Source: an optimization exercise on an open RTL-to-GDS flow (aim: small area, a short achievable clock period and few clock cycles per item). Production flows keep margins and buffers that such runs may drop.
Function was not checked in any run shown here: the RTL went through the layout flow alone.
No activity file was given, so power comes from the tool's default toggle rates.

==> flow/design.v, too long to show whole: its modules and the start of the top module <==
// module madd_pipeline: 1502 lines
module madd_pipeline #(parameter data_width = 16, parameter n_blocks = 256, parameter full_width = 2 * data_width + 8, parameter n_channels = 16)
	(
		input wire clk,
		input wire reset,
		input wire enable,
		input  wire in_valid,
		output wire in_ready,
		output wire out_valid,
		input  wire out_ready,
		input  wire [$clog2(n_blocks) - 1 : 0] block_in,
		output wire [$clog2(n_blocks) - 1 : 0] block_out,
		input wire [4:0] shift,
		input wire shift_disable,
		input wire signedness,
		input wire saturate_disable,
		input wire signed [data_width - 1 : 0] arg_a_in,
		input wire signed [data_width - 1 : 0] arg_b_in,
		input wire signed [data_width - 1 : 0] arg_c_in,
		output wire signed [full_width - 1 : 0] result_out,
		input  wire [ch_addr_w - 1 : 0] dest_in,
		output wire [ch_addr_w - 1 : 0] dest_out,
		input  wire [4 - 1 : 0] commit_id_in,
		output wire [4 - 1 : 0] commit_id_out,
		input wire commit_flag_in,
		output wire commit_flag_out
	);
  // ...
==> flow/flow/run.sh <==
#!/bin/bash
# Own layout flow: the standard flow (standard.sh) with a few extra ORFS
# make variables, read one per line from flow/extra.mk. By default the port
# buffers that buffer_ports inserts are plain buf_2 cells (buffer_ports
# otherwise picks clkdlybuf4s50_1, a slow 10 um2 delay cell).
# The full output of the flow goes to flow_standard.log in this folder; each
# ORFS step keeps its own log under orfs/logs/.
set -euo pipefail
cd "$(dirname "$0")/.."
EXTRA=()
PORTBUF="BUFFER_PORTS_ARGS=-buffer_cell sky130_fd_sc_hd__buf_2"
if [[ -f flow/extra.mk ]]; then
  while IFS= read -r line; do
    [[ -z "$line" || "$line" == \#* ]] && continue
    if [[ "$line" == BUFFER_PORTS_ARGS=* ]]; then PORTBUF="$line"; continue; fi
    EXTRA+=("$line")
  done < flow/extra.mk
fi
bash standard.sh "$PORTBUF" ${EXTRA[@]+"${EXTRA[@]}"} finish > flow_standard.log 2>&1
==> flow/standard.sh <==
#!/bin/bash
# synth_recipe.tcl (not shown) runs the flow's synth.tcl, then flattens the netlist and writes it again
# the make line also repeats each setting of config.mk as NAME=value (left out here)
make -C /OpenROAD-flow-scripts/flow DESIGN_CONFIG=/design/flow/config.mk WORK_HOME=/design/flow/orfs CLKGATE_MAP_FILE= SYNTH_SCRIPT=/design/flow/synth_recipe.tcl "${@:-finish}"
==> flow/config.mk <==
export PLATFORM = sky130hd
export DESIGN_NAME = madd_pipeline
export DESIGN_NICKNAME = madd_pipeline
export VERILOG_FILES = /design/flow/design.v
export SDC_FILE = /design/flow/constraint.sdc
export NUM_CORES = 4
export LEC_CHECK = 0
export ABC_AREA = 1
export CAP_MARGIN = 20
export CORE_MARGIN = 2
export CORE_UTILIZATION = 40
export SETUP_SLACK_MARGIN = 2.0
export SLEW_MARGIN = 20
==> flow/constraint.sdc <==
create_clock -name core_clock -period 7.5 [get_ports {clk}]
set_input_delay 1.5000 -clock core_clock [delete_from_list [all_inputs] [get_ports {clk}]]
set_output_delay 1.5000 -clock core_clock [all_outputs]
set_load 0.01 [all_outputs]
==> results_dict.tcl, run 1 <==
set metrics [dict create \
    status "complete, no violations" \
    min_from "v_q" \
    crit_path_end_kind "flop" \
    met2_usage_pct 40.3 \
    coreArea_mm2 0.0408 \
    cp_data_arrival_time_ns 5.47 \
    buf_share_pct 5.45 \
    pg_comb_mw 4.49 \
    finalWeightedCongestion 0.934 \
    wl_met2_um 25100 \
    synth_top_cell_area_share_pct 19.8 \
    finalNonFillerCells 2955 \
    place_inst 2914 \
    pwr-share-seq_pct 17.3 \
    slew_headroom_pct 31.6 \
    clock_area_share_pct 1.61 \
    fillers 4166 \
    post-dp-hpwl_um 42300 \
    holdPathEnd "v_q" \
    final-setup-viol-count 0 \
    insertion_delay_ns 0.37 \
    reg2reg_slack_ns 5.28 \
    cp_max_fo 17 \
    num-multi-input-gates 1701 \
    met3_wirelength_um 2710 \
    ys_seq_area_share_pct 19.9 \
]
==> run 2, diff against run 1 <==
--- a/flow/design.v
+++ b/flow/design.v
@@ -1043,443 +1043,411 @@
 	assign s488 = crow[31] ^ s424 ^ c423;
 	assign c489 = (crow[31] & s424) | (crow[31] & c423) | (s424 & c423);
 	assign s490 = 1'b1 ^ crow[32] ^ c425;
 	assign c491 = (1'b1 & crow[32]) | (1'b1 & c425) | (crow[32] & c425);
 	assign s492 = 1'b1 ^ crow[33];
 	assign c493 = 1'b1 & crow[33];
 	wire [33:0] row0 = {s492, s490, s488, s486, s484, c481, c479, s478, s476, s474, c471, c469, c467, c465, c463, c461, c459, c457, c455, c453, c451, c449, c447, c445, c443, c441, c439, c437, c435, c433, c431, c429, c427, s426};
 	wire [33:0] row1 = {c491, c489, c487, c485, c483, s482, s480, c477, c475, c473, s472, s470, s468, s466, s464, s462, s460, s458, s456, s454, s452, s450, s448, s446, s444, s442, s440, s438, s436, s434, s432, s430, s428, crow[0]};
+	wire [5:0] sum_lo;
+	wire [4:0] fl_p, fl_g;
+	assign fl_p[0] = row0[0] ^ row1[0];
+	assign fl_g[0] = row0[0] & row1[0];
+	assign fl_p[1] = row0[1] ^ row1[1];
+	assign fl_g[1] = row0[1] & row1[1];
+	assign fl_p[2] = row0[2] ^ row1[2];
+	assign fl_g[2] = row0[2] & row1[2];
+	assign fl_p[3] = row0[3] ^ row1[3];
+	assign fl_g[3] = row0[3] & row1[3];
+	assign fl_p[4] = row0[4] ^ row1[4];
+	assign fl_g[4] = row0[4] & row1[4];
+	wire fl_G1 = fl_g[4] | (fl_p[4] & fl_g[3]);
+	wire fl_P1 = fl_p[4] & fl_p[3];
+	wire fl_G2 = fl_g[3] | (fl_p[3] & fl_g[2]);
+	wire fl_P2 = fl_p[3] & fl_p[2];
+	wire fl_G3 = fl_g[2] | (fl_p[2] & fl_g[1]);
+	wire fl_P3 = fl_p[2] & fl_p[1];
+	wire fl_G4 = fl_g[1] | (fl_p[1] & fl_g[0]);
+	wire fl_P4 = fl_p[1] & fl_p[0];
+	wire fl_G5 = fl_G1 | (fl_P1 & fl_G3);
+	wire fl_P5 = fl_P1 & fl_P3;
+	wire fl_G6 = fl_G2 | (fl_P2 & fl_G4);
+	wire fl_P6 = fl_P2 & fl_P4;
+	wire fl_G7 = fl_G3 | (fl_P3 & fl_g[0]);
+	wire fl_P7 = fl_P3 & fl_p[0];
+	wire fl_G8 = fl_G5 | (fl_P5 & fl_g[0]);
+	wire fl_P8 = fl_P5 & fl_p[0];
+	assign sum_lo[0] = fl_p[0];
+	assign sum_lo[1] = fl_p[1] ^ fl_g[0];
+	assign sum_lo[2] = fl_p[2] ^ fl_G4;
+	assign sum_lo[3] = fl_p[3] ^ fl_G7;
+	assign sum_lo[4] = fl_p[4] ^ fl_G6;
+	wire fl_cout = fl_G8;
+	assign sum_lo[5] = fl_cout;
 	reg        v_q;
 	reg [3:0]  sh_q;
 	reg        big_q, rb_en_q, satd_q, sg_q;
 	reg [15:0] c_q;
 	reg [7:0]  block_q;
 	reg [3:0]  dest_q, cid_q;
 	reg        cf_q;
-	reg [33:0] r0_q;
-	reg [33:0] r1_q;
+	reg [5:0] lo_q;
+	reg [33:5] h0_q;
+	reg [33:5] h1_q;
 	assign in_ready  = ~v_q | out_ready;
 	assign out_valid = v_q;
 	wire take_in  = in_valid & in_ready;
 	wire take_out = v_q & out_ready;
 	always @(posedge clk) begin
 		if (reset)
 			v_q <= 1'b0;
 		else if (enable) begin
 			if (take_in)
 				v_q <= 1'b1;
 			else if (take_out)
 				v_q <= 1'b0;
 		end
 	end
 	always @(posedge clk) begin
 		if (enable & take_in) begin
-			r0_q <= row0;
-			r1_q <= row1;
+			lo_q <= sum_lo;
+			h0_q <= row0[33:5];
+			h1_q <= row1[33:5];
 			sh_q    <= (shift_disable & ~big) ? 4'd0 : s4;
 			big_q   <= big;
 			rb_en_q <= big & ~shift_disable;
 			satd_q  <= saturate_disable;
 			sg_q    <= signedness;
 			c_q     <= arg_c_in;
 			block_q <= block_in;
 			dest_q  <= dest_in;
 			cid_q   <= commit_id_in;
 			cf_q    <= commit_flag_in;
 		end
 	end
-	wire [33:0] xs;
-	wire [33:0] fa_p, fa_g;
-	assign fa_p[0] = r0_q[0] ^ r1_q[0];
-	assign fa_g[0] = r0_q[0] & r1_q[0];
-	assign fa_p[1] = r0_q[1] ^ r1_q[1];
-	assign fa_g[1] = r0_q[1] & r1_q[1];
-	assign fa_p[2] = r0_q[2] ^ r1_q[2];
-	assign fa_g[2] = r0_q[2] & r1_q[2];
-	assign fa_p[3] = r0_q[3] ^ r1_q[3];
-	assign fa_g[3] = r0_q[3] & r1_q[3];
-	assign fa_p[4] = r0_q[4] ^ r1_q[4];
-	assign fa_g[4] = r0_q[4] & r1_q[4];
-	assign fa_p[5] = r0_q[5] ^ r1_q[5];
-	assign fa_g[5] = r0_q[5] & r1_q[5];
-	assign fa_p[6] = r0_q[6] ^ r1_q[6];
-	assign fa_g[6] = r0_q[6] & r1_q[6];
-	assign fa_p[7] = r0_q[7] ^ r1_q[7];
-	assign fa_g[7] = r0_q[7] & r1_q[7];
-	assign fa_p[8] = r0_q[8] ^ r1_q[8];
-	assign fa_g[8] = r0_q[8] & r1_q[8];
-	assign fa_p[9] = r0_q[9] ^ r1_q[9];
-	assign fa_g[9] = r0_q[9] & r1_q[9];
-	assign fa_p[10] = r0_q[10] ^ r1_q[10];
-	assign fa_g[10] = r0_q[10] & r1_q[10];
-	assign fa_p[11] = r0_q[11] ^ r1_q[11];
-	assign fa_g[11] = r0_q[11] & r1_q[11];
-	assign fa_p[12] = r0_q[12] ^ r1_q[12];
-	assign fa_g[12] = r0_q[12] & r1_q[12];
-	assign fa_p[13] = r0_q[13] ^ r1_q[13];
-	assign fa_g[13] = r0_q[13] & r1_q[13];
-	assign fa_p[14] = r0_q[14] ^ r1_q[14];
-	assign fa_g[14] = r0_q[14] & r1_q[14];
-	assign fa_p[15] = r0_q[15] ^ r1_q[15];
-	assign fa_g[15] = r0_q[15] & r1_q[15];
-	assign fa_p[16] = r0_q[16] ^ r1_q[16];
-	assign fa_g[16] = r0_q[16] & r1_q[16];
-	assign fa_p[17] = r0_q[17] ^ r1_q[17];
-	assign fa_g[17] = r0_q[17] & r1_q[17];
-	assign fa_p[18] = r0_q[18] ^ r1_q[18];
-	assign fa_g[18] = r0_q[18] & r1_q[18];
-	assign fa_p[19] = r0_q[19] ^ r1_q[19];
-	assign fa_g[19] = r0_q[19] & r1_q[19];
-	assign fa_p[20] = r0_q[20] ^ r1_q[20];
-	assign fa_g[20] = r0_q[20] & r1_q[20];
-	assign fa_p[21] = r0_q[21] ^ r1_q[21];
-	assign fa_g[21] = r0_q[21] & r1_q[21];
-	assign fa_p[22] = r0_q[22] ^ r1_q[22];
-	assign fa_g[22] = r0_q[22] & r1_q[22];
-	assign fa_p[23] = r0_q[23] ^ r1_q[23];
-	assign fa_g[23] = r0_q[23] & r1_q[23];
-	assign fa_p[24] = r0_q[24] ^ r1_q[24];
-	assign fa_g[24] = r0_q[24] & r1_q[24];
-	assign fa_p[25] = r0_q[25] ^ r1_q[25];
-	assign fa_g[25] = r0_q[25] & r1_q[25];
-	assign fa_p[26] = r0_q[26] ^ r1_q[26];
-	assign fa_g[26] = r0_q[26] & r1_q[26];
-	assign fa_p[27] = r0_q[27] ^ r1_q[27];
-	assign fa_g[27] = r0_q[27] & r1_q[27];
-	assign fa_p[28] = r0_q[28] ^ r1_q[28];
-	assign fa_g[28] = r0_q[28] & r1_q[28];
-	assign fa_p[29] = r0_q[29] ^ r1_q[29];
-	assign fa_g[29] = r0_q[29] & r1_q[29];
-	assign fa_p[30] = r0_q[30] ^ r1_q[30];
-	assign fa_g[30] = r0_q[30] & r1_q[30];
-	assign fa_p[31] = r0_q[31] ^ r1_q[31];
-	assign fa_g[31] = r0_q[31] & r1_q[31];
-	assign fa_p[32] = r0_q[32] ^ r1_q[32];
-	assign fa_g[32] = r0_q[32] & r1_q[32];
-	assign fa_p[33] = r0_q[33] ^ r1_q[33];
-	assign fa_g[33] = r0_q[33] & r1_q[33];
-	wire fa_G1 = fa_g[33] | (fa_p[33] & fa_g[32]);
-	wire fa_P1 = fa_p[33] & fa_p[32];
-	wire fa_G2 = fa_g[32] | (fa_p[32] & fa_g[31]);
-	wire fa_P2 = fa_p[32] & fa_p[31];
-	wire fa_G3 = fa_g[31] | (fa_p[31] & fa_g[30]);
-	wire fa_P3 = fa_p[31] & fa_p[30];
-	wire fa_G4 = fa_g[30] | (fa_p[30] & fa_g[29]);
-	wire fa_P4 = fa_p[30] & fa_p[29];
-	wire fa_G5 = fa_g[29] | (fa_p[29] & fa_g[28]);
-	wire fa_P5 = fa_p[29] & fa_p[28];
-	wire fa_G6 = fa_g[28] | (fa_p[28] & fa_g[27]);
-	wire fa_P6 = fa_p[28] & fa_p[27];
-	wire fa_G7 = fa_g[27] | (fa_p[27] & fa_g[26]);
-	wire fa_P7 = fa_p[27] & fa_p[26];
-	wire fa_G8 = fa_g[26] | (fa_p[26] & fa_g[25]);
-	wire fa_P8 = fa_p[26] & fa_p[25];
-	wire fa_G9 = fa_g[25] | (fa_p[25] & fa_g[24]);
-	wire fa_P9 = fa_p[25] & fa_p[24];
-	wire fa_G10 = fa_g[24] | (fa_p[24] & fa_g[23]);
-	wire fa_P10 = fa_p[24] & fa_p[23];
-	wire fa_G11 = fa_g[23] | (fa_p[23] & fa_g[22]);
-	wire fa_P11 = fa_p[23] & fa_p[22];
-	wire fa_G12 = fa_g[22] | (fa_p[22] & fa_g[21]);
-	wire fa_P12 = fa_p[22] & fa_p[21];
-	wire fa_G13 = fa_g[21] | (fa_p[21] & fa_g[20]);
-	wire fa_P13 = fa_p[21] & fa_p[20];
-	wire fa_G14 = fa_g[20] | (fa_p[20] & fa_g[19]);
-	wire fa_P14 = fa_p[20] & fa_p[19];
-	wire fa_G15 = fa_g[19] | (fa_p[19] & fa_g[18]);
-	wire fa_P15 = fa_p[19] & fa_p[18];
-	wire fa_G16 = fa_g[18] | (fa_p[18] & fa_g[17]);
-	wire fa_P16 = fa_p[18] & fa_p[17];
-	wire fa_G17 = fa_g[17] | (fa_p[17] & fa_g[16]);
-	wire fa_P17 = fa_p[17] & fa_p[16];
-	wire fa_G18 = fa_g[16] | (fa_p[16] & fa_g[15]);
-	wire fa_P18 = fa_p[16] & fa_p[15];
-	wire fa_G19 = fa_g[15] | (fa_p[15] & fa_g[14]);
-	wire fa_P19 = fa_p[15] & fa_p[14];
-	wire fa_G20 = fa_g[14] | (fa_p[14] & fa_g[13]);
-	wire fa_P20 = fa_p[14] & fa_p[13];
-	wire fa_G21 = fa_g[13] | (fa_p[13] & fa_g[12]);
-	wire fa_P21 = fa_p[13] & fa_p[12];
-	wire fa_G22 = fa_g[12] | (fa_p[12] & fa_g[11]);
-	wire fa_P22 = fa_p[12] & fa_p[11];
-	wire fa_G23 = fa_g[11] | (fa_p[11] & fa_g[10]);
-	wire fa_P23 = fa_p[11] & fa_p[10];
-	wire fa_G24 = fa_g[10] | (fa_p[10] & fa_g[9]);
-	wire fa_P24 = fa_p[10] & fa_p[9];
-	wire fa_G25 = fa_g[9] | (fa_p[9] & fa_g[8]);
-	wire fa_P25 = fa_p[9] & fa_p[8];
-	wire fa_G26 = fa_g[8] | (fa_p[8] & fa_g[7]);
-	wire fa_P26 = fa_p[8] & fa_p[7];
-	wire fa_G27 = fa_g[7] | (fa_p[7] & fa_g[6]);
-	wire fa_P27 = fa_p[7] & fa_p[6];
-	wire fa_G28 = fa_g[6] | (fa_p[6] & fa_g[5]);
-	wire fa_P28 = fa_p[6] & fa_p[5];
-	wire fa_G29 = fa_g[5] | (fa_p[5] & fa_g[4]);
-	wire fa_P29 = fa_p[5] & fa_p[4];
-	wire fa_G30 = fa_g[4] | (fa_p[4] & fa_g[3]);
-	wire fa_P30 = fa_p[4] & fa_p[3];
-	wire fa_G31 = fa_g[3] | (fa_p[3] & fa_g[2]);
-	wire fa_P31 = fa_p[3] & fa_p[2];
-	wire fa_G32 = fa_g[2] | (fa_p[2] & fa_g[1]);
-	wire fa_P32 = fa_p[2] & fa_p[1];
-	wire fa_G33 = fa_g[1] | (fa_p[1] & fa_g[0]);
-	wire fa_P33 = fa_p[1] & fa_p[0];
-	wire fa_G34 = fa_G1 | (fa_P1 & fa_G3);
-	wire fa_P34 = fa_P1 & fa_P3;
-	wire fa_G35 = fa_G2 | (fa_P2 & fa_G4);
-	wire fa_P35 = fa_P2 & fa_P4;
-	wire fa_G36 = fa_G3 | (fa_P3 & fa_G5);
-	wire fa_P36 = fa_P3 & fa_P5;
-	wire fa_G37 = fa_G4 | (fa_P4 & fa_G6);
-	wire fa_P37 = fa_P4 & fa_P6;
-	wire fa_G38 = fa_G5 | (fa_P5 & fa_G7);
-	wire fa_P38 = fa_P5 & fa_P7;
-	wire fa_G39 = fa_G6 | (fa_P6 & fa_G8);
-	wire fa_P39 = fa_P6 & fa_P8;
-	wire fa_G40 = fa_G7 | (fa_P7 & fa_G9);
-	wire fa_P40 = fa_P7 & fa_P9;
-	wire fa_G41 = fa_G8 | (fa_P8 & fa_G10);
-	wire fa_P41 = fa_P8 & fa_P10;
-	wire fa_G42 = fa_G9 | (fa_P9 & fa_G11);
-	wire fa_P42 = fa_P9 & fa_P11;
-	wire fa_G43 = fa_G10 | (fa_P10 & fa_G12);
-	wire fa_P43 = fa_P10 & fa_P12;
-	wire fa_G44 = fa_G11 | (fa_P11 & fa_G13);
-	wire fa_P44 = fa_P11 & fa_P13;
-	wire fa_G45 = fa_G12 | (fa_P12 & fa_G14);
-	wire fa_P45 = fa_P12 & fa_P14;
-	wire fa_G46 = fa_G13 | (fa_P13 & fa_G15);
-	wire fa_P46 = fa_P13 & fa_P15;
-	wire fa_G47 = fa_G14 | (fa_P14 & fa_G16);
-	wire fa_P47 = fa_P14 & fa_P16;
-	wire fa_G48 = fa_G15 | (fa_P15 & fa_G17);
-	wire fa_P48 = fa_P15 & fa_P17;
-	wire fa_G49 = fa_G16 | (fa_P16 & fa_G18);
-	wire fa_P49 = fa_P16 & fa_P18;
-	wire fa_G50 = fa_G17 | (fa_P17 & fa_G19);
-	wire fa_P50 = fa_P17 & fa_P19;
-	wire fa_G51 = fa_G18 | (fa_P18 & fa_G20);
-	wire fa_P51 = fa_P18 & fa_P20;
-	wire fa_G52 = fa_G19 | (fa_P19 & fa_G21);
-	wire fa_P52 = fa_P19 & fa_P21;
-	wire fa_G53 = fa_G20 | (fa_P20 & fa_G22);
-	wire fa_P53 = fa_P20 & fa_P22;
-	wire fa_G54 = fa_G21 | (fa_P21 & fa_G23);
-	wire fa_P54 = fa_P21 & fa_P23;
-	wire fa_G55 = fa_G22 | (fa_P22 & fa_G24);
-	wire fa_P55 = fa_P22 & fa_P24;
-	wire fa_G56 = fa_G23 | (fa_P23 & fa_G25);
-	wire fa_P56 = fa_P23 & fa_P25;
-	wire fa_G57 = fa_G24 | (fa_P24 & fa_G26);
-	wire fa_P57 = fa_P24 & fa_P26;
-	wire fa_G58 = fa_G25 | (fa_P25 & fa_G27);
-	wire fa_P58 = fa_P25 & fa_P27;
-	wire fa_G59 = fa_G26 | (fa_P26 & fa_G28);
-	wire fa_P59 = fa_P26 & fa_P28;
-	wire fa_G60 = fa_G27 | (fa_P27 & fa_G29);
-	wire fa_P60 = fa_P27 & fa_P29;
-	wire fa_G61 = fa_G28 | (fa_P28 & fa_G30);
-	wire fa_P61 = fa_P28 & fa_P30;
-	wire fa_G62 = fa_G29 | (fa_P29 & fa_G31);
-	wire fa_P62 = fa_P29 & fa_P31;
-	wire fa_G63 = fa_G30 | (fa_P30 & fa_G32);
-	wire fa_P63 = fa_P30 & fa_P32;
-	wire fa_G64 = fa_G31 | (fa_P31 & fa_G33);
-	wire fa_P64 = fa_P31 & fa_P33;
-	wire fa_G65 = fa_G32 | (fa_P32 & fa_g[0]);
-	wire fa_P65 = fa_P32 & fa_p[0];
-	wire fa_G66 = fa_G34 | (fa_P34 & fa_G38);
-	wire fa_P66 = fa_P34 & fa_P38;
-	wire fa_G67 = fa_G35 | (fa_P35 & fa_G39);
-	wire fa_P67 = fa_P35 & fa_P39;
-	wire fa_G68 = fa_G36 | (fa_P36 & fa_G40);
-	wire fa_P68 = fa_P36 & fa_P40;
-	wire fa_G69 = fa_G37 | (fa_P37 & fa_G41);
-	wire fa_P69 = fa_P37 & fa_P41;
-	wire fa_G70 = fa_G38 | (fa_P38 & fa_G42);
-	wire fa_P70 = fa_P38 & fa_P42;
-	wire fa_G71 = fa_G39 | (fa_P39 & fa_G43);
-	wire fa_P71 = fa_P39 & fa_P43;
-	wire fa_G72 = fa_G40 | (fa_P40 & fa_G44);
-	wire fa_P72 = fa_P40 & fa_P44;
-	wire fa_G73 = fa_G41 | (fa_P41 & fa_G45);
-	wire fa_P73 = fa_P41 & fa_P45;
-	wire fa_G74 = fa_G42 | (fa_P42 & fa_G46);
-	wire fa_P74 = fa_P42 & fa_P46;
-	wire fa_G75 = fa_G43 | (fa_P43 & fa_G47);
-	wire fa_P75 = fa_P43 & fa_P47;
-	wire fa_G76 = fa_G44 | (fa_P44 & fa_G48);
-	wire fa_P76 = fa_P44 & fa_P48;
-	wire fa_G77 = fa_G45 | (fa_P45 & fa_G49);
-	wire fa_P77 = fa_P45 & fa_P49;
-	wire fa_G78 = fa_G46 | (fa_P46 & fa_G50);
-	wire fa_P78 = fa_P46 & fa_P50;
-	wire fa_G79 = fa_G47 | (fa_P47 & fa_G51);
-	wire fa_P79 = fa_P47 & fa_P51;
-	wire fa_G80 = fa_G48 | (fa_P48 & fa_G52);
-	wire fa_P80 = fa_P48 & fa_P52;
-	wire fa_G81 = fa_G49 | (fa_P49 & fa_G53);
-	wire fa_P81 = fa_P49 & fa_P53;
-	wire fa_G82 = fa_G50 | (fa_P50 & fa_G54);
-	wire fa_P82 = fa_P50 & fa_P54;
-	wire fa_G83 = fa_G51 | (fa_P51 & fa_G55);
-	wire fa_P83 = fa_P51 & fa_P55;
-	wire fa_G84 = fa_G52 | (fa_P52 & fa_G56);
-	wire fa_P84 = fa_P52 & fa_P56;
-	wire fa_G85 = fa_G53 | (fa_P53 & fa_G57);
-	wire fa_P85 = fa_P53 & fa_P57;
-	wire fa_G86 = fa_G54 | (fa_P54 & fa_G58);
-	wire fa_P86 = fa_P54 & fa_P58;
-	wire fa_G87 = fa_G55 | (fa_P55 & fa_G59);
-	wire fa_P87 = fa_P55 & fa_P59;
-	wire fa_G88 = fa_G56 | (fa_P56 & fa_G60);
-	wire fa_P88 = fa_P56 & fa_P60;
-	wire fa_G89 = fa_G57 | (fa_P57 & fa_G61);
-	wire fa_P89 = fa_P57 & fa_P61;
-	wire fa_G90 = fa_G58 | (fa_P58 & fa_G62);
-	wire fa_P90 = fa_P58 & fa_P62;
-	wire fa_G91 = fa_G59 | (fa_P59 & fa_G63);
-	wire fa_P91 = fa_P59 & fa_P63;
-	wire fa_G92 = fa_G60 | (fa_P60 & fa_G64);
-	wire fa_P92 = fa_P60 & fa_P64;
-	wire fa_G93 = fa_G61 | (fa_P61 & fa_G65);
-	wire fa_P93 = fa_P61 & fa_P65;
-	wire fa_G94 = fa_G62 | (fa_P62 & fa_G33);
-	wire fa_P94 = fa_P62 & fa_P33;
-	wire fa_G95 = fa_G63 | (fa_P63 & fa_g[0]);
-	wire fa_P95 = fa_P63 & fa_p[0];
-	wire fa_G96 = fa_G66 | (fa_P66 & fa_G74);
-	wire fa_P96 = fa_P66 & fa_P74;
-	wire fa_G97 = fa_G67 | (fa_P67 & fa_G75);
-	wire fa_P97 = fa_P67 & fa_P75;
-	wire fa_G98 = fa_G68 | (fa_P68 & fa_G76);
-	wire fa_P98 = fa_P68 & fa_P76;
-	wire fa_G99 = fa_G69 | (fa_P69 & fa_G77);
-	wire fa_P99 = fa_P69 & fa_P77;
-	wire fa_G100 = fa_G70 | (fa_P70 & fa_G78);
-	wire fa_P100 = fa_P70 & fa_P78;
-	wire fa_G101 = fa_G71 | (fa_P71 & fa_G79);
-	wire fa_P101 = fa_P71 & fa_P79;
-	wire fa_G102 = fa_G72 | (fa_P72 & fa_G80);
-	wire fa_P102 = fa_P72 & fa_P80;
-	wire fa_G103 = fa_G73 | (fa_P73 & fa_G81);
-	wire fa_P103 = fa_P73 & fa_P81;
-	wire fa_G104 = fa_G74 | (fa_P74 & fa_G82);
-	wire fa_P104 = fa_P74 & fa_P82;
-	wire fa_G105 = fa_G75 | (fa_P75 & fa_G83);
-	wire fa_P105 = fa_P75 & fa_P83;
-	wire fa_G106 = fa_G76 | (fa_P76 & fa_G84);
-	wire fa_P106 = fa_P76 & fa_P84;
-	wire fa_G107 = fa_G77 | (fa_P77 & fa_G85);
-	wire fa_P107 = fa_P77 & fa_P85;
-	wire fa_G108 = fa_G78 | (fa_P78 & fa_G86);
-	wire fa_P108 = fa_P78 & fa_P86;
-	wire fa_G109 = fa_G79 | (fa_P79 & fa_G87);
-	wire fa_P109 = fa_P79 & fa_P87;
-	wire fa_G110 = fa_G80 | (fa_P80 & fa_G88);
-	wire fa_P110 = fa_P80 & fa_P88;
-	wire fa_G111 = fa_G81 | (fa_P81 & fa_G89);
-	wire fa_P111 = fa_P81 & fa_P89;
-	wire fa_G112 = fa_G82 | (fa_P82 & fa_G90);
-	wire fa_P112 = fa_P82 & fa_P90;
-	wire fa_G113 = fa_G83 | (fa_P83 & fa_G91);
-	wire fa_P113 = fa_P83 & fa_P91;
-	wire fa_G114 = fa_G84 | (fa_P84 & fa_G92);
-	wire fa_P114 = fa_P84 & fa_P92;
-	wire fa_G115 = fa_G85 | (fa_P85 & fa_G93);
-	wire fa_P115 = fa_P85 & fa_P93;
-	wire fa_G116 = fa_G86 | (fa_P86 & fa_G94);
-	wire fa_P116 = fa_P86 & fa_P94;
-	wire fa_G117 = fa_G87 | (fa_P87 & fa_G95);
-	wire fa_P117 = fa_P87 & fa_P95;
-	wire fa_G118 = fa_G88 | (fa_P88 & fa_G64);
-	wire fa_P118 = fa_P88 & fa_P64;
-	wire fa_G119 = fa_G89 | (fa_P89 & fa_G65);
-	wire fa_P119 = fa_P89 & fa_P65;
-	wire fa_G120 = fa_G90 | (fa_P90 & fa_G33);
-	wire fa_P120 = fa_P90 & fa_P33;
-	wire fa_G121 = fa_G91 | (fa_P91 & fa_g[0]);
-	wire fa_P121 = fa_P91 & fa_p[0];
-	wire fa_G122 = fa_G96 | (fa_P96 & fa_G112);
-	wire fa_P122 = fa_P96 & fa_P112;
-	wire fa_G123 = fa_G97 | (fa_P97 & fa_G113);
-	wire fa_P123 = fa_P97 & fa_P113;
-	wire fa_G124 = fa_G98 | (fa_P98 & fa_G114);
-	wire fa_P124 = fa_P98 & fa_P114;
-	wire fa_G125 = fa_G99 | (fa_P99 & fa_G115);
-	wire fa_P125 = fa_P99 & fa_P115;
-	wire fa_G126 = fa_G100 | (fa_P100 & fa_G116);
-	wire fa_P126 = fa_P100 & fa_P116;
-	wire fa_G127 = fa_G101 | (fa_P101 & fa_G117);
-	wire fa_P127 = fa_P101 & fa_P117;
-	wire fa_G128 = fa_G102 | (fa_P102 & fa_G118);
-	wire fa_P128 = fa_P102 & fa_P118;
-	wire fa_G129 = fa_G103 | (fa_P103 & fa_G119);
-	wire fa_P129 = fa_P103 & fa_P119;
-	wire fa_G130 = fa_G104 | (fa_P104 & fa_G120);
-	wire fa_P130 = fa_P104 & fa_P120;
-	wire fa_G131 = fa_G105 | (fa_P105 & fa_G121);
-	wire fa_P131 = fa_P105 & fa_P121;
-	wire fa_G132 = fa_G106 | (fa_P106 & fa_G92);
-	wire fa_P132 = fa_P106 & fa_P92;
-	wire fa_G133 = fa_G107 | (fa_P107 & fa_G93);
-	wire fa_P133 = fa_P107 & fa_P93;
-	wire fa_G134 = fa_G108 | (fa_P108 & fa_G94);
-	wire fa_P134 = fa_P108 & fa_P94;
-	wire fa_G135 = fa_G109 | (fa_P109 & fa_G95);
-	wire fa_P135 = fa_P109 & fa_P95;
-	wire fa_G136 = fa_G110 | (fa_P110 & fa_G64);
-	wire fa_P136 = fa_P110 & fa_P64;
-	wire fa_G137 = fa_G111 | (fa_P111 & fa_G65);
-	wire fa_P137 = fa_P111 & fa_P65;
-	wire fa_G138 = fa_G112 | (fa_P112 & fa_G33);
-	wire fa_P138 = fa_P112 & fa_P33;
-	wire fa_G139 = fa_G113 | (fa_P113 & fa_g[0]);
-	wire fa_P139 = fa_P113 & fa_p[0];
-	wire fa_G140 = fa_G122 | (fa_P122 & fa_G33);
-	wire fa_P140 = fa_P122 & fa_P33;
-	wire fa_G141 = fa_G123 | (fa_P123 & fa_g[0]);
-	wire fa_P141 = fa_P123 & fa_p[0];
-	assign xs[0] = fa_p[0];
-	assign xs[1] = fa_p[1] ^ fa_g[0];
-	assign xs[2] = fa_p[2] ^ fa_G33;
-	assign xs[3] = fa_p[3] ^ fa_G65;
-	assign xs[4] = fa_p[4] ^ fa_G64;
-	assign xs[5] = fa_p[5] ^ fa_G95;
-	assign xs[6] = fa_p[6] ^ fa_G94;
-	assign xs[7] = fa_p[7] ^ fa_G93;
-	assign xs[8] = fa_p[8] ^ fa_G92;
-	assign xs[9] = fa_p[9] ^ fa_G121;
-	assign xs[10] = fa_p[10] ^ fa_G120;
-	assign xs[11] = fa_p[11] ^ fa_G119;
-	assign xs[12] = fa_p[12] ^ fa_G118;
-	assign xs[13] = fa_p[13] ^ fa_G117;
-	assign xs[14] = fa_p[14] ^ fa_G116;
-	assign xs[15] = fa_p[15] ^ fa_G115;
-	assign xs[16] = fa_p[16] ^ fa_G114;
-	assign xs[17] = fa_p[17] ^ fa_G139;
-	assign xs[18] = fa_p[18] ^ fa_G138;
-	assign xs[19] = fa_p[19] ^ fa_G137;
-	assign xs[20] = fa_p[20] ^ fa_G136;
-	assign xs[21] = fa_p[21] ^ fa_G135;
-	assign xs[22] = fa_p[22] ^ fa_G134;
-	assign xs[23] = fa_p[23] ^ fa_G133;
-	assign xs[24] = fa_p[24] ^ fa_G132;
-	assign xs[25] = fa_p[25] ^ fa_G131;
-	assign xs[26] = fa_p[26] ^ fa_G130;
-	assign xs[27] = fa_p[27] ^ fa_G129;
-	assign xs[28] = fa_p[28] ^ fa_G128;
-	assign xs[29] = fa_p[29] ^ fa_G127;
-	assign xs[30] = fa_p[30] ^ fa_G126;
-	assign xs[31] = fa_p[31] ^ fa_G125;
-	assign xs[32] = fa_p[32] ^ fa_G124;
-	assign xs[33] = fa_p[33] ^ fa_G141;
-	wire fa_cout = fa_G140;
-	wire [33:0] x = xs;
+	wire [28:0] xh;
+	wire [28:0] fh_p, fh_g;
+	assign fh_p[0] = h0_q[5] ^ h1_q[5];
+	assign fh_g[0] = h0_q[5] & h1_q[5];
+	assign fh_p[1] = h0_q[6] ^ h1_q[6];
+	assign fh_g[1] = h0_q[6] & h1_q[6];
+	assign fh_p[2] = h0_q[7] ^ h1_q[7];
+	assign fh_g[2] = h0_q[7] & h1_q[7];
+	assign fh_p[3] = h0_q[8] ^ h1_q[8];
+	assign fh_g[3] = h0_q[8] & h1_q[8];
+	assign fh_p[4] = h0_q[9] ^ h1_q[9];
+	assign fh_g[4] = h0_q[9] & h1_q[9];
+	assign fh_p[5] = h0_q[10] ^ h1_q[10];
+	assign fh_g[5] = h0_q[10] & h1_q[10];
+	assign fh_p[6] = h0_q[11] ^ h1_q[11];
+	assign fh_g[6] = h0_q[11] & h1_q[11];
+	assign fh_p[7] = h0_q[12] ^ h1_q[12];
+	assign fh_g[7] = h0_q[12] & h1_q[12];
+	assign fh_p[8] = h0_q[13] ^ h1_q[13];
+	assign fh_g[8] = h0_q[13] & h1_q[13];
+	assign fh_p[9] = h0_q[14] ^ h1_q[14];
+	assign fh_g[9] = h0_q[14] & h1_q[14];
+	assign fh_p[10] = h0_q[15] ^ h1_q[15];
+	assign fh_g[10] = h0_q[15] & h1_q[15];
+	assign fh_p[11] = h0_q[16] ^ h1_q[16];
+	assign fh_g[11] = h0_q[16] & h1_q[16];
+	assign fh_p[12] = h0_q[17] ^ h1_q[17];
+	assign fh_g[12] = h0_q[17] & h1_q[17];
+	assign fh_p[13] = h0_q[18] ^ h1_q[18];
+	assign fh_g[13] = h0_q[18] & h1_q[18];
+	assign fh_p[14] = h0_q[19] ^ h1_q[19];
+	assign fh_g[14] = h0_q[19] & h1_q[19];
+	assign fh_p[15] = h0_q[20] ^ h1_q[20];
+	assign fh_g[15] = h0_q[20] & h1_q[20];
+	assign fh_p[16] = h0_q[21] ^ h1_q[21];
+	assign fh_g[16] = h0_q[21] & h1_q[21];
+	assign fh_p[17] = h0_q[22] ^ h1_q[22];
+	assign fh_g[17] = h0_q[22] & h1_q[22];
+	assign fh_p[18] = h0_q[23] ^ h1_q[23];
+	assign fh_g[18] = h0_q[23] & h1_q[23];
+	assign fh_p[19] = h0_q[24] ^ h1_q[24];
+	assign fh_g[19] = h0_q[24] & h1_q[24];
+	assign fh_p[20] = h0_q[25] ^ h1_q[25];
+	assign fh_g[20] = h0_q[25] & h1_q[25];
+	assign fh_p[21] = h0_q[26] ^ h1_q[26];
+	assign fh_g[21] = h0_q[26] & h1_q[26];
+	assign fh_p[22] = h0_q[27] ^ h1_q[27];
+	assign fh_g[22] = h0_q[27] & h1_q[27];
+	assign fh_p[23] = h0_q[28] ^ h1_q[28];
+	assign fh_g[23] = h0_q[28] & h1_q[28];
+	assign fh_p[24] = h0_q[29] ^ h1_q[29];
+	assign fh_g[24] = h0_q[29] & h1_q[29];
+	assign fh_p[25] = h0_q[30] ^ h1_q[30];
+	assign fh_g[25] = h0_q[30] & h1_q[30];
+	assign fh_p[26] = h0_q[31] ^ h1_q[31];
+	assign fh_g[26] = h0_q[31] & h1_q[31];
+	assign fh_p[27] = h0_q[32] ^ h1_q[32];
+	assign fh_g[27] = h0_q[32] & h1_q[32];
+	assign fh_p[28] = h0_q[33] ^ h1_q[33];
+	assign fh_g[28] = h0_q[33] & h1_q[33];
+	wire fh_G1 = fh_g[28] | (fh_p[28] & fh_g[27]);
+	wire fh_P1 = fh_p[28] & fh_p[27];
+	wire fh_G2 = fh_g[27] | (fh_p[27] & fh_g[26]);
+	wire fh_P2 = fh_p[27] & fh_p[26];
+	wire fh_G3 = fh_g[26] | (fh_p[26] & fh_g[25]);
+	wire fh_P3 = fh_p[26] & fh_p[25];
+	wire fh_G4 = fh_g[25] | (fh_p[25] & fh_g[24]);
+	wire fh_P4 = fh_p[25] & fh_p[24];
+	wire fh_G5 = fh_g[24] | (fh_p[24] & fh_g[23]);
+	wire fh_P5 = fh_p[24] & fh_p[23];
+	wire fh_G6 = fh_g[23] | (fh_p[23] & fh_g[22]);
+	wire fh_P6 = fh_p[23] & fh_p[22];
+	wire fh_G7 = fh_g[22] | (fh_p[22] & fh_g[21]);
+	wire fh_P7 = fh_p[22] & fh_p[21];
+	wire fh_G8 = fh_g[21] | (fh_p[21] & fh_g[20]);
+	wire fh_P8 = fh_p[21] & fh_p[20];
+	wire fh_G9 = fh_g[20] | (fh_p[20] & fh_g[19]);
+	wire fh_P9 = fh_p[20] & fh_p[19];
+	wire fh_G10 = fh_g[19] | (fh_p[19] & fh_g[18]);
+	wire fh_P10 = fh_p[19] & fh_p[18];
+	wire fh_G11 = fh_g[18] | (fh_p[18] & fh_g[17]);
+	wire fh_P11 = fh_p[18] & fh_p[17];
+	wire fh_G12 = fh_g[17] | (fh_p[17] & fh_g[16]);
+	wire fh_P12 = fh_p[17] & fh_p[16];
+	wire fh_G13 = fh_g[16] | (fh_p[16] & fh_g[15]);
+	wire fh_P13 = fh_p[16] & fh_p[15];
+	wire fh_G14 = fh_g[15] | (fh_p[15] & fh_g[14]);
+	wire fh_P14 = fh_p[15] & fh_p[14];
+	wire fh_G15 = fh_g[14] | (fh_p[14] & fh_g[13]);
+	wire fh_P15 = fh_p[14] & fh_p[13];
+	wire fh_G16 = fh_g[13] | (fh_p[13] & fh_g[12]);
+	wire fh_P16 = fh_p[13] & fh_p[12];
+	wire fh_G17 = fh_g[12] | (fh_p[12] & fh_g[11]);
+	wire fh_P17 = fh_p[12] & fh_p[11];
+	wire fh_G18 = fh_g[11] | (fh_p[11] & fh_g[10]);
+	wire fh_P18 = fh_p[11] & fh_p[10];
+	wire fh_G19 = fh_g[10] | (fh_p[10] & fh_g[9]);
+	wire fh_P19 = fh_p[10] & fh_p[9];
+	wire fh_G20 = fh_g[9] | (fh_p[9] & fh_g[8]);
+	wire fh_P20 = fh_p[9] & fh_p[8];
+	wire fh_G21 = fh_g[8] | (fh_p[8] & fh_g[7]);
+	wire fh_P21 = fh_p[8] & fh_p[7];
+	wire fh_G22 = fh_g[7] | (fh_p[7] & fh_g[6]);
+	wire fh_P22 = fh_p[7] & fh_p[6];
+	wire fh_G23 = fh_g[6] | (fh_p[6] & fh_g[5]);
+	wire fh_P23 = fh_p[6] & fh_p[5];
+	wire fh_G24 = fh_g[5] | (fh_p[5] & fh_g[4]);
+	wire fh_P24 = fh_p[5] & fh_p[4];
+	wire fh_G25 = fh_g[4] | (fh_p[4] & fh_g[3]);
+	wire fh_P25 = fh_p[4] & fh_p[3];
+	wire fh_G26 = fh_g[3] | (fh_p[3] & fh_g[2]);
+	wire fh_P26 = fh_p[3] & fh_p[2];
+	wire fh_G27 = fh_g[2] | (fh_p[2] & fh_g[1]);
+	wire fh_P27 = fh_p[2] & fh_p[1];
+	wire fh_G28 = fh_g[1] | (fh_p[1] & fh_g[0]);
+	wire fh_P28 = fh_p[1] & fh_p[0];
+	wire fh_G29 = fh_G1 | (fh_P1 & fh_G3);
+	wire fh_P29 = fh_P1 & fh_P3;
+	wire fh_G30 = fh_G2 | (fh_P2 & fh_G4);
+	wire fh_P30 = fh_P2 & fh_P4;
+	wire fh_G31 = fh_G3 | (fh_P3 & fh_G5);
+	wire fh_P31 = fh_P3 & fh_P5;
+	wire fh_G32 = fh_G4 | (fh_P4 & fh_G6);
+	wire fh_P32 = fh_P4 & fh_P6;
+	wire fh_G33 = fh_G5 | (fh_P5 & fh_G7);
+	wire fh_P33 = fh_P5 & fh_P7;
+	wire fh_G34 = fh_G6 | (fh_P6 & fh_G8);
+	wire fh_P34 = fh_P6 & fh_P8;
+	wire fh_G35 = fh_G7 | (fh_P7 & fh_G9);
+	wire fh_P35 = fh_P7 & fh_P9;
+	wire fh_G36 = fh_G8 | (fh_P8 & fh_G10);
+	wire fh_P36 = fh_P8 & fh_P10;
+	wire fh_G37 = fh_G9 | (fh_P9 & fh_G11);
+	wire fh_P37 = fh_P9 & fh_P11;
+	wire fh_G38 = fh_G10 | (fh_P10 & fh_G12);
+	wire fh_P38 = fh_P10 & fh_P12;
+	wire fh_G39 = fh_G11 | (fh_P11 & fh_G13);
+	wire fh_P39 = fh_P11 & fh_P13;
+	wire fh_G40 = fh_G12 | (fh_P12 & fh_G14);
+	wire fh_P40 = fh_P12 & fh_P14;
+	wire fh_G41 = fh_G13 | (fh_P13 & fh_G15);
+	wire fh_P41 = fh_P13 & fh_P15;
+	wire fh_G42 = fh_G14 | (fh_P14 & fh_G16);
+	wire fh_P42 = fh_P14 & fh_P16;
+	wire fh_G43 = fh_G15 | (fh_P15 & fh_G17);
+	wire fh_P43 = fh_P15 & fh_P17;
+	wire fh_G44 = fh_G16 | (fh_P16 & fh_G18);
+	wire fh_P44 = fh_P16 & fh_P18;
+	wire fh_G45 = fh_G17 | (fh_P17 & fh_G19);
+	wire fh_P45 = fh_P17 & fh_P19;
+	wire fh_G46 = fh_G18 | (fh_P18 & fh_G20);
+	wire fh_P46 = fh_P18 & fh_P20;
+	wire fh_G47 = fh_G19 | (fh_P19 & fh_G21);
+	wire fh_P47 = fh_P19 & fh_P21;
+	wire fh_G48 = fh_G20 | (fh_P20 & fh_G22);
+	wire fh_P48 = fh_P20 & fh_P22;
+	wire fh_G49 = fh_G21 | (fh_P21 & fh_G23);
+	wire fh_P49 = fh_P21 & fh_P23;
+	wire fh_G50 = fh_G22 | (fh_P22 & fh_G24);
+	wire fh_P50 = fh_P22 & fh_P24;
+	wire fh_G51 = fh_G23 | (fh_P23 & fh_G25);
+	wire fh_P51 = fh_P23 & fh_P25;
+	wire fh_G52 = fh_G24 | (fh_P24 & fh_G26);
+	wire fh_P52 = fh_P24 & fh_P26;
+	wire fh_G53 = fh_G25 | (fh_P25 & fh_G27);
+	wire fh_P53 = fh_P25 & fh_P27;
+	wire fh_G54 = fh_G26 | (fh_P26 & fh_G28);
+	wire fh_P54 = fh_P26 & fh_P28;
+	wire fh_G55 = fh_G27 | (fh_P27 & fh_g[0]);
+	wire fh_P55 = fh_P27 & fh_p[0];
+	wire fh_G56 = fh_G29 | (fh_P29 & fh_G33);
+	wire fh_P56 = fh_P29 & fh_P33;
+	wire fh_G57 = fh_G30 | (fh_P30 & fh_G34);
+	wire fh_P57 = fh_P30 & fh_P34;
+	wire fh_G58 = fh_G31 | (fh_P31 & fh_G35);
+	wire fh_P58 = fh_P31 & fh_P35;
+	wire fh_G59 = fh_G32 | (fh_P32 & fh_G36);
+	wire fh_P59 = fh_P32 & fh_P36;
+	wire fh_G60 = fh_G33 | (fh_P33 & fh_G37);
+	wire fh_P60 = fh_P33 & fh_P37;
+	wire fh_G61 = fh_G34 | (fh_P34 & fh_G38);
+	wire fh_P61 = fh_P34 & fh_P38;
+	wire fh_G62 = fh_G35 | (fh_P35 & fh_G39);
+	wire fh_P62 = fh_P35 & fh_P39;
+	wire fh_G63 = fh_G36 | (fh_P36 & fh_G40);
+	wire fh_P63 = fh_P36 & fh_P40;
+	wire fh_G64 = fh_G37 | (fh_P37 & fh_G41);
+	wire fh_P64 = fh_P37 & fh_P41;
+	wire fh_G65 = fh_G38 | (fh_P38 & fh_G42);
+	wire fh_P65 = fh_P38 & fh_P42;
+	wire fh_G66 = fh_G39 | (fh_P39 & fh_G43);
+	wire fh_P66 = fh_P39 & fh_P43;
+	wire fh_G67 = fh_G40 | (fh_P40 & fh_G44);
+	wire fh_P67 = fh_P40 & fh_P44;
+	wire fh_G68 = fh_G41 | (fh_P41 & fh_G45);
+	wire fh_P68 = fh_P41 & fh_P45;
+	wire fh_G69 = fh_G42 | (fh_P42 & fh_G46);
+	wire fh_P69 = fh_P42 & fh_P46;
+	wire fh_G70 = fh_G43 | (fh_P43 & fh_G47);
+	wire fh_P70 = fh_P43 & fh_P47;
+	wire fh_G71 = fh_G44 | (fh_P44 & fh_G48);
+	wire fh_P71 = fh_P44 & fh_P48;
+	wire fh_G72 = fh_G45 | (fh_P45 & fh_G49);
+	wire fh_P72 = fh_P45 & fh_P49;
+	wire fh_G73 = fh_G46 | (fh_P46 & fh_G50);
+	wire fh_P73 = fh_P46 & fh_P50;
+	wire fh_G74 = fh_G47 | (fh_P47 & fh_G51);
+	wire fh_P74 = fh_P47 & fh_P51;
+	wire fh_G75 = fh_G48 | (fh_P48 & fh_G52);
+	wire fh_P75 = fh_P48 & fh_P52;
+	wire fh_G76 = fh_G49 | (fh_P49 & fh_G53);
+	wire fh_P76 = fh_P49 & fh_P53;
+	wire fh_G77 = fh_G50 | (fh_P50 & fh_G54);
+	wire fh_P77 = fh_P50 & fh_P54;
+	wire fh_G78 = fh_G51 | (fh_P51 & fh_G55);
+	wire fh_P78 = fh_P51 & fh_P55;
+	wire fh_G79 = fh_G52 | (fh_P52 & fh_G28);
+	wire fh_P79 = fh_P52 & fh_P28;
+	wire fh_G80 = fh_G53 | (fh_P53 & fh_g[0]);
+	wire fh_P80 = fh_P53 & fh_p[0];
+	wire fh_G81 = fh_G56 | (fh_P56 & fh_G64);
+	wire fh_P81 = fh_P56 & fh_P64;
+	wire fh_G82 = fh_G57 | (fh_P57 & fh_G65);
+	wire fh_P82 = fh_P57 & fh_P65;
+	wire fh_G83 = fh_G58 | (fh_P58 & fh_G66);
+	wire fh_P83 = fh_P58 & fh_P66;
+	wire fh_G84 = fh_G59 | (fh_P59 & fh_G67);
+	wire fh_P84 = fh_P59 & fh_P67;
+	wire fh_G85 = fh_G60 | (fh_P60 & fh_G68);
+	wire fh_P85 = fh_P60 & fh_P68;
+	wire fh_G86 = fh_G61 | (fh_P61 & fh_G69);
+	wire fh_P86 = fh_P61 & fh_P69;
+	wire fh_G87 = fh_G62 | (fh_P62 & fh_G70);
+	wire fh_P87 = fh_P62 & fh_P70;
+	wire fh_G88 = fh_G63 | (fh_P63 & fh_G71);
+	wire fh_P88 = fh_P63 & fh_P71;
+	wire fh_G89 = fh_G64 | (fh_P64 & fh_G72);
+	wire fh_P89 = fh_P64 & fh_P72;
+	wire fh_G90 = fh_G65 | (fh_P65 & fh_G73);
+	wire fh_P90 = fh_P65 & fh_P73;
+	wire fh_G91 = fh_G66 | (fh_P66 & fh_G74);
+	wire fh_P91 = fh_P66 & fh_P74;
+	wire fh_G92 = fh_G67 | (fh_P67 & fh_G75);
+	wire fh_P92 = fh_P67 & fh_P75;
+	wire fh_G93 = fh_G68 | (fh_P68 & fh_G76);
+	wire fh_P93 = fh_P68 & fh_P76;
+	wire fh_G94 = fh_G69 | (fh_P69 & fh_G77);
+	wire fh_P94 = fh_P69 & fh_P77;
+	wire fh_G95 = fh_G70 | (fh_P70 & fh_G78);
+	wire fh_P95 = fh_P70 & fh_P78;
+	wire fh_G96 = fh_G71 | (fh_P71 & fh_G79);
+	wire fh_P96 = fh_P71 & fh_P79;
+	wire fh_G97 = fh_G72 | (fh_P72 & fh_G80);
+	wire fh_P97 = fh_P72 & fh_P80;
+	wire fh_G98 = fh_G73 | (fh_P73 & fh_G54);
+	wire fh_P98 = fh_P73 & fh_P54;
+	wire fh_G99 = fh_G74 | (fh_P74 & fh_G55);
+	wire fh_P99 = fh_P74 & fh_P55;
+	wire fh_G100 = fh_G75 | (fh_P75 & fh_G28);
+	wire fh_P100 = fh_P75 & fh_P28;
+	wire fh_G101 = fh_G76 | (fh_P76 & fh_g[0]);
+	wire fh_P101 = fh_P76 & fh_p[0];
+	wire fh_G102 = fh_G81 | (fh_P81 & fh_G97);
+	wire fh_P102 = fh_P81 & fh_P97;
+	wire fh_G103 = fh_G82 | (fh_P82 & fh_G98);
+	wire fh_P103 = fh_P82 & fh_P98;
+	wire fh_G104 = fh_G83 | (fh_P83 & fh_G99);
+	wire fh_P104 = fh_P83 & fh_P99;
+	wire fh_G105 = fh_G84 | (fh_P84 & fh_G100);
+	wire fh_P105 = fh_P84 & fh_P100;
+	wire fh_G106 = fh_G85 | (fh_P85 & fh_G101);
+	wire fh_P106 = fh_P85 & fh_P101;
+	wire fh_G107 = fh_G86 | (fh_P86 & fh_G77);
+	wire fh_P107 = fh_P86 & fh_P77;
+	wire fh_G108 = fh_G87 | (fh_P87 & fh_G78);
+	wire fh_P108 = fh_P87 & fh_P78;
+	wire fh_G109 = fh_G88 | (fh_P88 & fh_G79);
+	wire fh_P109 = fh_P88 & fh_P79;
+	wire fh_G110 = fh_G89 | (fh_P89 & fh_G80);
+	wire fh_P110 = fh_P89 & fh_P80;
+	wire fh_G111 = fh_G90 | (fh_P90 & fh_G54);
+	wire fh_P111 = fh_P90 & fh_P54;
+	wire fh_G112 = fh_G91 | (fh_P91 & fh_G55);
+	wire fh_P112 = fh_P91 & fh_P55;
+	wire fh_G113 = fh_G92 | (fh_P92 & fh_G28);
+	wire fh_P113 = fh_P92 & fh_P28;
+	wire fh_G114 = fh_G93 | (fh_P93 & fh_g[0]);
+	wire fh_P114 = fh_P93 & fh_p[0];
+	assign xh[0] = fh_p[0] ^ lo_q[5];
+	assign xh[1] = fh_p[1] ^ (fh_g[0] | (fh_p[0] & lo_q[5]));
+	assign xh[2] = fh_p[2] ^ (fh_G28 | (fh_P28 & lo_q[5]));
+	assign xh[3] = fh_p[3] ^ (fh_G55 | (fh_P55 & lo_q[5]));
+	assign xh[4] = fh_p[4] ^ (fh_G54 | (fh_P54 & lo_q[5]));
+	assign xh[5] = fh_p[5] ^ (fh_G80 | (fh_P80 & lo_q[5]));
+	assign xh[6] = fh_p[6] ^ (fh_G79 | (fh_P79 & lo_q[5]));
+	assign xh[7] = fh_p[7] ^ (fh_G78 | (fh_P78 & lo_q[5]));
+	assign xh[8] = fh_p[8] ^ (fh_G77 | (fh_P77 & lo_q[5]));
+	assign xh[9] = fh_p[9] ^ (fh_G101 | (fh_P101 & lo_q[5]));
+	assign xh[10] = fh_p[10] ^ (fh_G100 | (fh_P100 & lo_q[5]));
+	assign xh[11] = fh_p[11] ^ (fh_G99 | (fh_P99 & lo_q[5]));
+	assign xh[12] = fh_p[12] ^ (fh_G98 | (fh_P98 & lo_q[5]));
+	assign xh[13] = fh_p[13] ^ (fh_G97 | (fh_P97 & lo_q[5]));
+	assign xh[14] = fh_p[14] ^ (fh_G96 | (fh_P96 & lo_q[5]));
+	assign xh[15] = fh_p[15] ^ (fh_G95 | (fh_P95 & lo_q[5]));
+	assign xh[16] = fh_p[16] ^ (fh_G94 | (fh_P94 & lo_q[5]));
+	assign xh[17] = fh_p[17] ^ (fh_G114 | (fh_P114 & lo_q[5]));
+	assign xh[18] = fh_p[18] ^ (fh_G113 | (fh_P113 & lo_q[5]));
+	assign xh[19] = fh_p[19] ^ (fh_G112 | (fh_P112 & lo_q[5]));
+	assign xh[20] = fh_p[20] ^ (fh_G111 | (fh_P111 & lo_q[5]));
+	assign xh[21] = fh_p[21] ^ (fh_G110 | (fh_P110 & lo_q[5]));
+	assign xh[22] = fh_p[22] ^ (fh_G109 | (fh_P109 & lo_q[5]));
+	assign xh[23] = fh_p[23] ^ (fh_G108 | (fh_P108 & lo_q[5]));
+	assign xh[24] = fh_p[24] ^ (fh_G107 | (fh_P107 & lo_q[5]));
+	assign xh[25] = fh_p[25] ^ (fh_G106 | (fh_P106 & lo_q[5]));
+	assign xh[26] = fh_p[26] ^ (fh_G105 | (fh_P105 & lo_q[5]));
+	assign xh[27] = fh_p[27] ^ (fh_G104 | (fh_P104 & lo_q[5]));
+	assign xh[28] = fh_p[28] ^ (fh_G103 | (fh_P103 & lo_q[5]));
+	wire fh_cout = fh_G102 | (fh_P102 & lo_q[5]);
+	wire [33:0] x = {xh, lo_q[4:0]};
 	wire signed [33:0] y = $signed(x) >>> sh_q;
 	wire [17:0] xd = x[33:16] ^ x[32:15];
 	reg  [17:0] suf;
 	integer k;
 	always @(*) begin
 		suf[17] = xd[17];
 		for (k = 16; k >= 0; k = k - 1)
 			suf[k] = suf[k + 1] | xd[k];
==> results_dict.tcl, run 2 <==
set metrics [dict create \
    synth_area_mm2 0.0161 \
    slew_headroom_pct 32.5 \
    hold_viol_final 0 \
    layout-drive-gt1-share_pct 14.1 \
    reg2reg_to "c_q[1]" \
    syn_inst 2246 \
    rsz0062_at_grt "no" \
    synth_edf_count 105 \
    r2r_start "v_q" \
    synth.top_cells.by_count "nand2_1 (550), inv_1 (386), o21ai_0 (159)" \
    coreArea_mm2 0.0397 \
    slew_viol_final 0 \
    vdd_drop_max_mv 0.183 \
    yosysMostFrequentCell "nand2_1" \
    h-tree-depth 3 \
    crit_required_ns 7.62 \
    cts_root_buf "clkbuf_16" \
    finalWeightedCongestion 0.950 \
    ant_nets 0 \
    synth-seq-cells 106 \
    hold_path.class "flop to flop" \
    synth_ff_type "edfxtp_1" \
    setup.worst_path.start_class "input port" \
    async_flop_share_pct 0 \
    fin_crit_ns 5.41 \
    dieArea_mm2 0.0419 \
    setup_tns_ns 0 \
    cp_max_fo 16 \
    finalNonFillerCells 2850 \
    track_usage_pct 25.1 \
    cap_violations 0 \
    die_y_um 205 \
    cts-buffers-inserted 9 \
    synthTopCellsByArea "edfxtp_1 (20%), fa_1 (17%), nand2_1 (13%)" \
    drtPass1Iterations 8 \
    holdPathEnd "v_q" \
    status "complete, no violations" \
    clkTransAtPathRegs_ns 0.08 \
    final-setup-viol-count 0 \
    insertion_delay_ns 0.38 \
    synth_warnings 1 \
    start_util_pct 40.5 \
    drc_errors 0 \
    wire_per_inst_um 18.4 \
    period_share_pct 72.2 \
    p_leak_nw 8.71 \
    crit_path_end_kind "flop" \
    final_cell_mix "nand2_1 (535), inv_1 (382), o21ai_0 (154)" \
    antenna_found_initial 0 \
    cts_buffer_depth 2 \
    initialDrtViolationCount 1447 \
    hold_ws_ns 0.479 \
    synth_area_per_cell_um2 7.17 \
    grt_pass1_vias 14774 \
    power_density_mw_per_mm2 352 \
    fmaxAchievable_mhz 185 \
    tightestPinTransition_ns 1.01 \
    skew_ns 0.0106 \
    final_common_cell "nand2_1" \
    min_from "v_q" \
    crit_type "input port to flop" \
    clock-sinks 106 \
    grt_max_degree 54 \
    synth_top_cell_area_share_pct 19.6 \
    synthesis.nets 2521 \
    io_buffer_count 136 \
    cp_data_arrival_time_ns 5.53 \
    reg_top3 "h0_q (29), h1_q (29), c_q (16)" \
    nets 2595 \
    num_vias 15278 \
    floorplan.die.width_um 205 \
    rows 73 \
    grt_pass1_wl_um 81400 \
    whs_path_depth 2 \
    place_inst 2812 \
    cts_tree "built" \
    ys_seq_area_share_pct 19.7 \
    post-dp-hpwl_um 41700 \
    synth_top_cell_by_area "edfxtp_1" \
    viasPerCell 5.36 \
    reg2reg_slack_ns 5.31 \
    n_antenna_cell 0 \
    syn2layout_area_growth_pct 13.3 \
    reg2regPathDepth 4 \
    ios 137 \
    grt_remaining_overflow 0 \
    wirelength_um 52600 \
    power.total_mw 6.42 \
    synth_cell_type_count 51 \
]
-- run 2: cell count changes in the layout (fill, tap and decap cells not counted), moves of 9 or more --
cell | previous run | this run
a21oi_1 | 44 | 53
ha_1 | 41 | 32
ha_4 | 6 | 23
nand2_1 | 616 | 535
nand2_2 | 31 | 22
nand3_1 | 106 | 78
-- run 2: how the worst max path moves through the flow --
stage	slack, ns	cells past startpoint	to	from
finish	2.09	15	h1_q[19]	arg_b_in[11]
global route	2.00	21	h1_q[16]	shift_disable
CTS	1.98	20	result_out[28]	h0_q[24]
detailed placement	1.14	15	h1_q[15]	shift_disable
global placement	1.19	15	h1_q[15]	shift_disable
floorplan	2.02	14	h1_q[20]	arg_b_in[9]
-- run 2: final cells by class --
| class | count | area [um^2] |
|---|---|---|
| multi-input combinational | 1622 | 11600 |
| inverter | 409 | 1560 |
| clock inverter | 7 | 78.8 |
| sequential | 106 | 3170 |
| tap | 525 | 657 |
| timing repair buffer | 170 | 941 |
| timing repair inverter | 2 | 12.5 |
| fill | 4125 | 21500 |
| clock buffer | 9 | 225 |
-- run 2: kinds of logic after synthesis --
group	synth area share, %
mux	0.559
flops	19.7
buf+inv	12.5
xor+xnor	9.39
simple gates	21.6
fa+ha+maj	21.8
compound gates	14.4
-- run 2: critical path, cell delays in order --
cell      delay (ns)
clkbuf_4        0.27
nor2_1          0.26
inv_1           0.09
nand2_1         0.50
o22ai_1         0.18
xor2_1          0.19
fa_1            0.55
inv_1           0.06
fa_1            0.49
inv_1           0.06
fa_1            0.41
inv_1           0.08
fa_1            0.39
inv_1           0.10
fa_1            0.39
-- run 2: what timing repair did --
item                       CTS  global route
setup endpoints to repair   68            62
pin swaps                    1            23
hold buffers                 0             0
gates resized for setup     18           126
buffers inserted             2            16
cloned                       2             2
-- run 2: power by group --
part / leakage [nW] / internal [mW] / switching, mW
logic: 7.57 / 1.79 / 3.07
registers: 0.993 / 0.960 / 0.109
clock network: 0.149 / 0.238 / 0.251
total: 8.71 / 2.99 / 3.43
-- run 2: routing by layer --
metal	global-route usage [%]	vias up	part of all wire (%)
met1	33.8	7306	43
met4	9.55	0	3.6
met2	41.4	508	47
met3	2.62	105	5.8
met5	0	-	0
li1	-	7359	-
-- run 2: metrics by stage --
stage	utilization, %	setup slack [ns]	instance area, um^2
after floorplan	-	2.02	16100
after detailed placement	43.0	1.14	17100
after global placement	43.0	1.19	17100
after global routing	45.9	2.00	18200
final	45.9	2.09	18200
after CTS	44.0	1.98	17500

[re-timing with driven ports]
Ports are ideal in the flow. The routed layouts listed here were re-timed in OpenROAD. Step 1 sets driving cells, clkbuf_16 on the clock port and buf_2 on the other inputs (assumed; they add their load-dependent delay and slew). Step 2, shift: input delay + t, output delay - t, t = (earliest + latest rising clock arrival at the registers) / 2. This alone moves slack from input paths to output paths. Three values: ideal ports, drivers, drivers and shift; two values: the first two.
run | shift t [ns] | setup WS [ns] | latest minus earliest clock arrival (ns)
run 1 | 0.416 | 2.135 / 2.133 / 1.744 | 0.015 / 0.014
run 2 | 0.422 | 2.088 / 2.112 / 1.690 | 0.019 / 0.019
After both steps every run listed still meets setup and hold. The setup slack of run 2, which loses most, moves by +0.024 ns with the drivers and by -0.398 ns with both steps.
